Background: an optimization exercise with open tools, aiming at small area. Do not read the settings as production practice. The flow treats the clock pin as an ideal source. Dropping or thinning the clock tree relies on that and would not hold on a real chip. Power figures rest on the tool's default switching activity, not on a simulated workload.

== T ==
## FSM_LightStand
module FSM_LightStand(
    input i_clk,
    input i_reset,
    input [2:0] i_button,
    output o_pwm_light
    );
==> module ClockDivider, before the edit <==
module ClockDivider(
    input i_clk,
    input i_reset,
    output o_wrap,
    output o_pre_last
    );
    localparam [13:0] C_RESET = 14'b10000001011110;
    localparam [13:0] C_9899  = 14'b01100000111101;
    localparam [13:0] C_LAST  = 14'b01100110100010;
    reg [13:0] r_lo;
    assign o_wrap     = &{~r_lo[13], r_lo[12], r_lo[11], ~r_lo[10], ~r_lo[9], r_lo[8], r_lo[7], ~r_lo[6], r_lo[5], ~r_lo[3], r_lo[1], ~r_lo[0]};
    assign o_pre_last = &{~r_lo[13], r_lo[12], r_lo[11], ~r_lo[10], ~r_lo[9], ~r_lo[8], ~r_lo[7], ~r_lo[6], r_lo[5], r_lo[4], r_lo[3], ~r_lo[1]};
    wire w_fb = ~(r_lo[13] ^ r_lo[5] ^ r_lo[9] ^ r_lo[12]) ^ o_wrap;
    always @(posedge i_clk or posedge i_reset) begin
        if (i_reset) r_lo <= C_RESET;
        else         r_lo <= {r_lo[12:0], w_fb};
    end
endmodule
==> module Counter, before the edit <==
module Counter(
    input i_clk,
    input i_reset,
    input i_wrap,
    input i_pre_last,
    output [3:0] o_hi
    );
    reg [3:0] r_hi;
    reg [3:0] w_next;
    assign o_hi = r_hi;
    wire w_hi9  = r_hi[3] & r_hi[0] & ~r_hi[1];
    wire w_hi10 = r_hi[3] & r_hi[1];
    always @(*) begin
        case (r_hi)
            4'b0000: w_next = 4'b0001;
            4'b0001: w_next = 4'b0011;
            4'b0011: w_next = 4'b0010;
            4'b0010: w_next = 4'b0110;
            4'b0110: w_next = 4'b0111;
            4'b0111: w_next = 4'b0101;
            4'b0101: w_next = 4'b0100;
            4'b0100: w_next = 4'b1100;
            4'b1100: w_next = 4'b1101;
            4'b1101: w_next = 4'b1111;
            default: w_next = 4'b0000;
        endcase
    end
    always @(posedge i_clk or posedge i_reset) begin
        if (i_reset)
            r_hi <= 4'b0000;
        else if (w_hi9 ? i_pre_last : i_wrap)
            r_hi <= w_next;
    end
endmodule
==> module Comparator, before the edit <==
module Comparator(
    input [3:0] i_hi,
    output o_light_1, o_light_2, o_light_3, o_light_4
    );
    assign o_light_1 = (i_hi == 4'b0000);
    assign o_light_2 = ~i_hi[3] & ~i_hi[2];
    assign o_light_3 = ~i_hi[3] & ~(i_hi[2] & ~i_hi[1] & ~i_hi[0]);
    assign o_light_4 = ~(i_hi[3] & i_hi[1]);
endmodule
clock: 10.0 ns
lec_check: 0
cap_margin: 20
core_margin: 2
core_utilization: 40
slew_margin: 20
standard.sh (not shown) runs the stock make flow with config.mk's settings and CLKGATE_MAP_FILE= SYNTH_SCRIPT=/design/flow/synth_recipe.tcl, a recipe that flattens the netlist after the stock synthesis.
==> flow/flow/run.sh <==
#!/bin/bash
# The standard synthesis and layout (standard.sh), with these changes
# to how the layout is made:
#  - clock tree: three clkbuf_16, each at the centre of an equal share of
#    the flip-flops, driven by the clock port (flow/pre_cts.tcl replaces
#    clock_tree_synthesis)
#  - after CTS, combinational cells and buffers go down to the smallest
#    drive strength that leaves no slew, cap or timing violation
#    (flow/post_cts.tcl)
#  - port buffers are buf_1; repair aims at the library's own cap and slew
#    limits; core utilization 70%
# ORFS writes each step's full log under orfs/logs/; this script's own
# output goes to flow_run.log.
set -euo pipefail
export FLOW_CLK_BUF=sky130_fd_sc_hd__clkbuf_16
export FLOW_CLK_K=3
bash standard.sh \
  "PRE_CTS_TCL=$PWD/flow/pre_cts.tcl" "POST_CTS_TCL=$PWD/flow/post_cts.tcl" \
  "BUFFER_PORTS_ARGS=-buffer_cell sky130_fd_sc_hd__buf_1" \
  CAP_MARGIN=0 SLEW_MARGIN=0 CORE_UTILIZATION=70 \
  finish > flow_run.log 2>&1
Other scripts of this flow, unchanged in this note and not shown: flow/flow/post_cts.tcl, flow/flow/pre_cts.tcl
For R, these inputs were changed with respect to T:
--- a/flow/design.v
+++ b/flow/design.v
@@ -3,17 +3,17 @@
     input i_clk,
     input i_reset,
     output o_wrap,
     output o_pre_last
     );
-    localparam [13:0] C_RESET = 14'b10000001011110;
-    localparam [13:0] C_9899  = 14'b01100000111101;
-    localparam [13:0] C_LAST  = 14'b01100110100010;
+    localparam [13:0] C_RESET = 14'b00111010110010;
+    localparam [13:0] C_9899  = 14'b00101010001010;
+    localparam [13:0] C_LAST  = 14'b11100011001110;
     reg [13:0] r_lo;
-    assign o_wrap     = &{~r_lo[13], r_lo[12], r_lo[11], ~r_lo[10], ~r_lo[9], r_lo[8], r_lo[7], ~r_lo[6], r_lo[5], ~r_lo[3], r_lo[1], ~r_lo[0]};
-    assign o_pre_last = &{~r_lo[13], r_lo[12], r_lo[11], ~r_lo[10], ~r_lo[9], ~r_lo[8], ~r_lo[7], ~r_lo[6], r_lo[5], r_lo[4], r_lo[3], ~r_lo[1]};
-    wire w_fb = ~(r_lo[13] ^ r_lo[5] ^ r_lo[9] ^ r_lo[12]) ^ o_wrap;
+    assign o_wrap     = &{r_lo[13], r_lo[12], r_lo[11], ~r_lo[10], r_lo[7], r_lo[6], ~r_lo[5], r_lo[3], r_lo[2], r_lo[1], ~r_lo[0]};
+    assign o_pre_last = &{~r_lo[12], r_lo[11], ~r_lo[10], r_lo[9], ~r_lo[8], r_lo[7], ~r_lo[6], ~r_lo[5], ~r_lo[4], r_lo[3], ~r_lo[2], ~r_lo[0]};
+    wire w_fb = ~(r_lo[13] ^ r_lo[1] ^ r_lo[3] ^ r_lo[12]) ^ o_wrap;
     always @(posedge i_clk or posedge i_reset) begin
         if (i_reset) r_lo <= C_RESET;
         else         r_lo <= {r_lo[12:0], w_fb};
     end
 endmodule
@@ -24,44 +24,28 @@
     input i_wrap,
     input i_pre_last,
     output [3:0] o_hi
     );
     reg [3:0] r_hi;
-    reg [3:0] w_next;
     assign o_hi = r_hi;
-    wire w_hi9  = r_hi[3] & r_hi[0] & ~r_hi[1];
+    wire w_hi9  = r_hi[3] & r_hi[0];    
     wire w_hi10 = r_hi[3] & r_hi[1];
-    always @(*) begin
-        case (r_hi)
-            4'b0000: w_next = 4'b0001;
-            4'b0001: w_next = 4'b0011;
-            4'b0011: w_next = 4'b0010;
-            4'b0010: w_next = 4'b0110;
-            4'b0110: w_next = 4'b0111;
-            4'b0111: w_next = 4'b0101;
-            4'b0101: w_next = 4'b0100;
-            4'b0100: w_next = 4'b1100;
-            4'b1100: w_next = 4'b1101;
-            4'b1101: w_next = 4'b1111;
-            default: w_next = 4'b0000;
-        endcase
-    end
     always @(posedge i_clk or posedge i_reset) begin
         if (i_reset)
-            r_hi <= 4'b0000;
+            r_hi <= 4'd0;
         else if (w_hi9 ? i_pre_last : i_wrap)
-            r_hi <= w_next;
+            r_hi <= w_hi10 ? 4'd0 : r_hi + 4'd1;
     end
 endmodule
 `timescale 1ns / 1ps
 module Comparator(
     input [3:0] i_hi,
     output o_light_1, o_light_2, o_light_3, o_light_4
     );
-    assign o_light_1 = (i_hi == 4'b0000);
-    assign o_light_2 = ~i_hi[3] & ~i_hi[2];
-    assign o_light_3 = ~i_hi[3] & ~(i_hi[2] & ~i_hi[1] & ~i_hi[0]);
+    assign o_light_1 = (i_hi == 4'd0);
+    assign o_light_2 = (i_hi < 4'd4);
+    assign o_light_3 = (i_hi < 4'd7);
     assign o_light_4 = ~(i_hi[3] & i_hi[1]);
 endmodule
 `timescale 1ns / 1ps
 module ButtonController(
     input i_clk,
==> comparison <==
- R: post-route clock period utilization higher than T
- R ends up with a compound-cell area share of the yosys netlist that is 0.98 points lower than in T.
- Cmp R vs T: mean instance size in the synthesized netlist higher in R
- Taking T as the reference, in R fraction of final layout cells sized beyond drive strength 1 grew by 2.3 points, sequential cell area level.
- Per the comparison of R with T, number of filler cells placed in the layout now smaller, clock network power now smaller, power attributed to sequential cells now larger, share of the core filled with cells comparable, maximum vdd ir drop now smaller.
- [R] sum of met3 wire segment lengths after detailed routing rose 33 um relative to T
Function was not checked in any run of this note: the RTL went through the layout flow alone. No run of this note takes its clock network from TritonCTS; it comes from the design's own scripts or RTL.

---

== run a ==
Another version of the RTL of FSM_LightStand (not shown whole).
Size: roughly 86 flip-flops, about 6 I/O pins, roughly 3500 um2 of cells after synthesis.
==> module ClockDivider, before the edit <==
module ClockDivider(
    input i_clk,
    input i_reset,
    output o_wrap,
    output o_pre_last
    );
    localparam [13:0] C_RESET = 14'b01101100010101;
    localparam [13:0] C_9899  = 14'b10111110011110;
    localparam [13:0] C_LAST  = 14'b00100010110011;
    reg [13:0] r_lo;
    assign o_wrap     = &{~r_lo[13], ~r_lo[12], r_lo[11], ~r_lo[10], ~r_lo[8], r_lo[7], ~r_lo[6], r_lo[5], r_lo[4], ~r_lo[3], r_lo[1], r_lo[0]};
    assign o_pre_last = &{r_lo[13], ~r_lo[12], r_lo[11], r_lo[10], r_lo[8], r_lo[7], ~r_lo[6], r_lo[4], r_lo[3], r_lo[2], ~r_lo[0]};
    wire w_fb = ~(r_lo[13] ^ r_lo[0] ^ r_lo[3] ^ r_lo[7]) ^ o_wrap;
    always @(posedge i_clk or posedge i_reset) begin
        if (i_reset) r_lo <= C_RESET;
        else         r_lo <= {r_lo[12:0], w_fb};
    end
endmodule
clock: 10.0 ns
lec_check: 0
cap_margin: 20
core_margin: 2
core_utilization: 40
slew_margin: 20
==> flow/flow/run.sh <==
#!/bin/bash
# The standard synthesis and layout (standard.sh), with these changes
# to how the layout is made:
#  - clock tree: three buf_12, each at the centre of an equal share of
#    the flip-flops, driven by the clock port (flow/pre_cts.tcl replaces
#    clock_tree_synthesis)
#  - after CTS, combinational cells and buffers go down to the smallest
#    drive strength that leaves no slew, cap or timing violation
#    (flow/post_cts.tcl)
#  - port buffers are buf_1; repair aims at the library's own cap and slew
#    limits; core utilization 70%
# ORFS writes each step's full log under orfs/logs/; this script's own
# output goes to flow_run.log.
set -euo pipefail
export FLOW_CLK_BUF=sky130_fd_sc_hd__buf_12
export FLOW_CLK_K=3
bash standard.sh \
  "PRE_CTS_TCL=$PWD/flow/pre_cts.tcl" "POST_CTS_TCL=$PWD/flow/post_cts.tcl" \
  "BUFFER_PORTS_ARGS=-buffer_cell sky130_fd_sc_hd__buf_1" \
  CAP_MARGIN=0 SLEW_MARGIN=0 CORE_UTILIZATION=70 \
  finish > flow_run.log 2>&1
Other scripts of this flow, unchanged in this note and not shown: flow/flow/post_cts.tcl, flow/flow/pre_cts.tcl
Run a reached the final stage; the timing, design-rule and antenna checks on its layout passed.
Here is what was changed in the inputs of run b compared with run a.
diff --git a/flow/design.v b/flow/design.v
--- a/flow/design.v
+++ b/flow/design.v
@@ -2,19 +2,19 @@
 module ClockDivider(
     input i_clk,
     input i_reset,
     output o_wrap,
     output o_pre_last
     );
-    localparam [13:0] C_RESET = 14'b01101100010101;
-    localparam [13:0] C_9899  = 14'b10111110011110;
-    localparam [13:0] C_LAST  = 14'b00100010110011;
+    localparam [13:0] C_RESET = 14'b10010010110000;
+    localparam [13:0] C_9899  = 14'b10100001011011;
+    localparam [13:0] C_LAST  = 14'b01111111111101;
     reg [13:0] r_lo;
-    assign o_wrap     = &{~r_lo[13], ~r_lo[12], r_lo[11], ~r_lo[10], ~r_lo[8], r_lo[7], ~r_lo[6], r_lo[5], r_lo[4], ~r_lo[3], r_lo[1], r_lo[0]};
-    assign o_pre_last = &{r_lo[13], ~r_lo[12], r_lo[11], r_lo[10], r_lo[8], r_lo[7], ~r_lo[6], r_lo[4], r_lo[3], r_lo[2], ~r_lo[0]};
-    wire w_fb = ~(r_lo[13] ^ r_lo[0] ^ r_lo[3] ^ r_lo[7]) ^ o_wrap;
+    assign o_wrap     = &{~r_lo[13], r_lo[12], r_lo[11], r_lo[10], r_lo[9], r_lo[8], r_lo[7], r_lo[6], r_lo[5], r_lo[3], r_lo[2], r_lo[0]};
+    assign o_pre_last = &{r_lo[13], ~r_lo[12], r_lo[11], ~r_lo[10], ~r_lo[8], ~r_lo[7], r_lo[6], ~r_lo[5], r_lo[4], r_lo[3], ~r_lo[2], r_lo[0]};
+    wire w_fb = ~(r_lo[13] ^ r_lo[4] ^ r_lo[10] ^ r_lo[11]) ^ o_wrap;
     always @(posedge i_clk or posedge i_reset) begin
         if (i_reset) r_lo <= C_RESET;
         else         r_lo <= {r_lo[12:0], w_fb};
     end
 endmodule
 `timescale 1ns / 1ps
@@ -23,46 +23,30 @@
     input i_reset,
     input i_wrap,
     input i_pre_last,
     output [3:0] o_hi
     );
     reg [3:0] r_hi;
-    reg [3:0] w_next;
     assign o_hi = r_hi;
-    wire w_hi9  = r_hi[3] & r_hi[0] & ~r_hi[1];
+    wire w_hi9  = r_hi[3] & r_hi[0];    
     wire w_hi10 = r_hi[3] & r_hi[1];
-    always @(*) begin
-        case (r_hi)
-            4'b0000: w_next = 4'b0001;
-            4'b0001: w_next = 4'b0011;
-            4'b0011: w_next = 4'b0010;
-            4'b0010: w_next = 4'b0110;
-            4'b0110: w_next = 4'b0111;
-            4'b0111: w_next = 4'b0101;
-            4'b0101: w_next = 4'b0100;
-            4'b0100: w_next = 4'b1100;
-            4'b1100: w_next = 4'b1101;
-            4'b1101: w_next = 4'b1111;
-            default: w_next = 4'b0000;
-        endcase
-    end
     always @(posedge i_clk or posedge i_reset) begin
         if (i_reset)
-            r_hi <= 4'b0000;
+            r_hi <= 4'd0;
         else if (w_hi9 ? i_pre_last : i_wrap)
-            r_hi <= w_next;
+            r_hi <= w_hi10 ? 4'd0 : r_hi + 4'd1;
     end
 endmodule
 `timescale 1ns / 1ps
 module Comparator(
     input [3:0] i_hi,
     output o_light_1, o_light_2, o_light_3, o_light_4
     );
-    assign o_light_1 = (i_hi == 4'b0000);
-    assign o_light_2 = ~i_hi[3] & ~i_hi[2];
-    assign o_light_3 = ~i_hi[3] & ~(i_hi[2] & ~i_hi[1] & ~i_hi[0]);
+    assign o_light_1 = (i_hi == 4'd0);
+    assign o_light_2 = (i_hi < 4'd4);
+    assign o_light_3 = (i_hi < 4'd7);
     assign o_light_4 = ~(i_hi[3] & i_hi[1]);
 endmodule
 `timescale 1ns / 1ps
 module ButtonController(
     input i_clk,
     input i_reset,
Results
Diff run a -> run b: final layout net count shows a reduction of about 1.1%; register fraction of the total cell area has remained practically unchanged; period utilization moved down; total routing usage reported by global routing saw a decrease. Going from run a to run b, the post-synthesis cell type count was found to have gone down by 2. Diff run b..run a | final area | negligible. Taking run a over run b, the maximum frequency from static timing analysis ratio works out to 0.937. In run b, the slack of the worst reg-to-reg path came out 120 ps below the value in run a. Run a -> run b: setup-violating endpoint count in the final report delta 0, exact match. Run b vs run a, global-route met1 utilization went down by 0.68 points. Global-route wire length before repair delta (run b − run a): favourable.
No run of this note included a check of the RTL's function; only the layout flow was run. No run of this note takes its clock network from TritonCTS; it comes from the design's own scripts or RTL.

[port drivers added, routing unchanged]
No port has a modelled driver above. Below, the same layouts with a new extraction and two added sets of constraints. Step 1: set_driving_cell puts a clkbuf_16 on i_clk and a buf_2 on each other input, an assumption about the parent block. Step 2, shift: input delay + t, output delay - t, t = (earliest + latest rising clock arrival at the registers) / 2. This alone moves slack from input paths to output paths. Slacks: ideal ports / drivers / drivers and shift; pairs: ideal ports / drivers.
| run | shift t [ns] | setup WS [ns] | worst register clock-pin slew, ns |
|---|---|---|---|
| T | 0.221 | 6.632 / 6.672 / 6.452 | 0.10 / 0.10 |
| R | 0.218 | 6.516 / 6.538 / 6.319 | 0.10 / 0.10 |
| run a | 0.198 | 6.256 / 6.293 / 6.095 | 0.11 / 0.11 |
| run b | 0.200 | 6.491 / 6.535 / 6.335 | 0.11 / 0.11 |
After both steps every run listed still meets setup and hold. For R, which loses most, drivers alone change the setup slack by +0.022 ns; drivers and shift together by -0.197 ns.
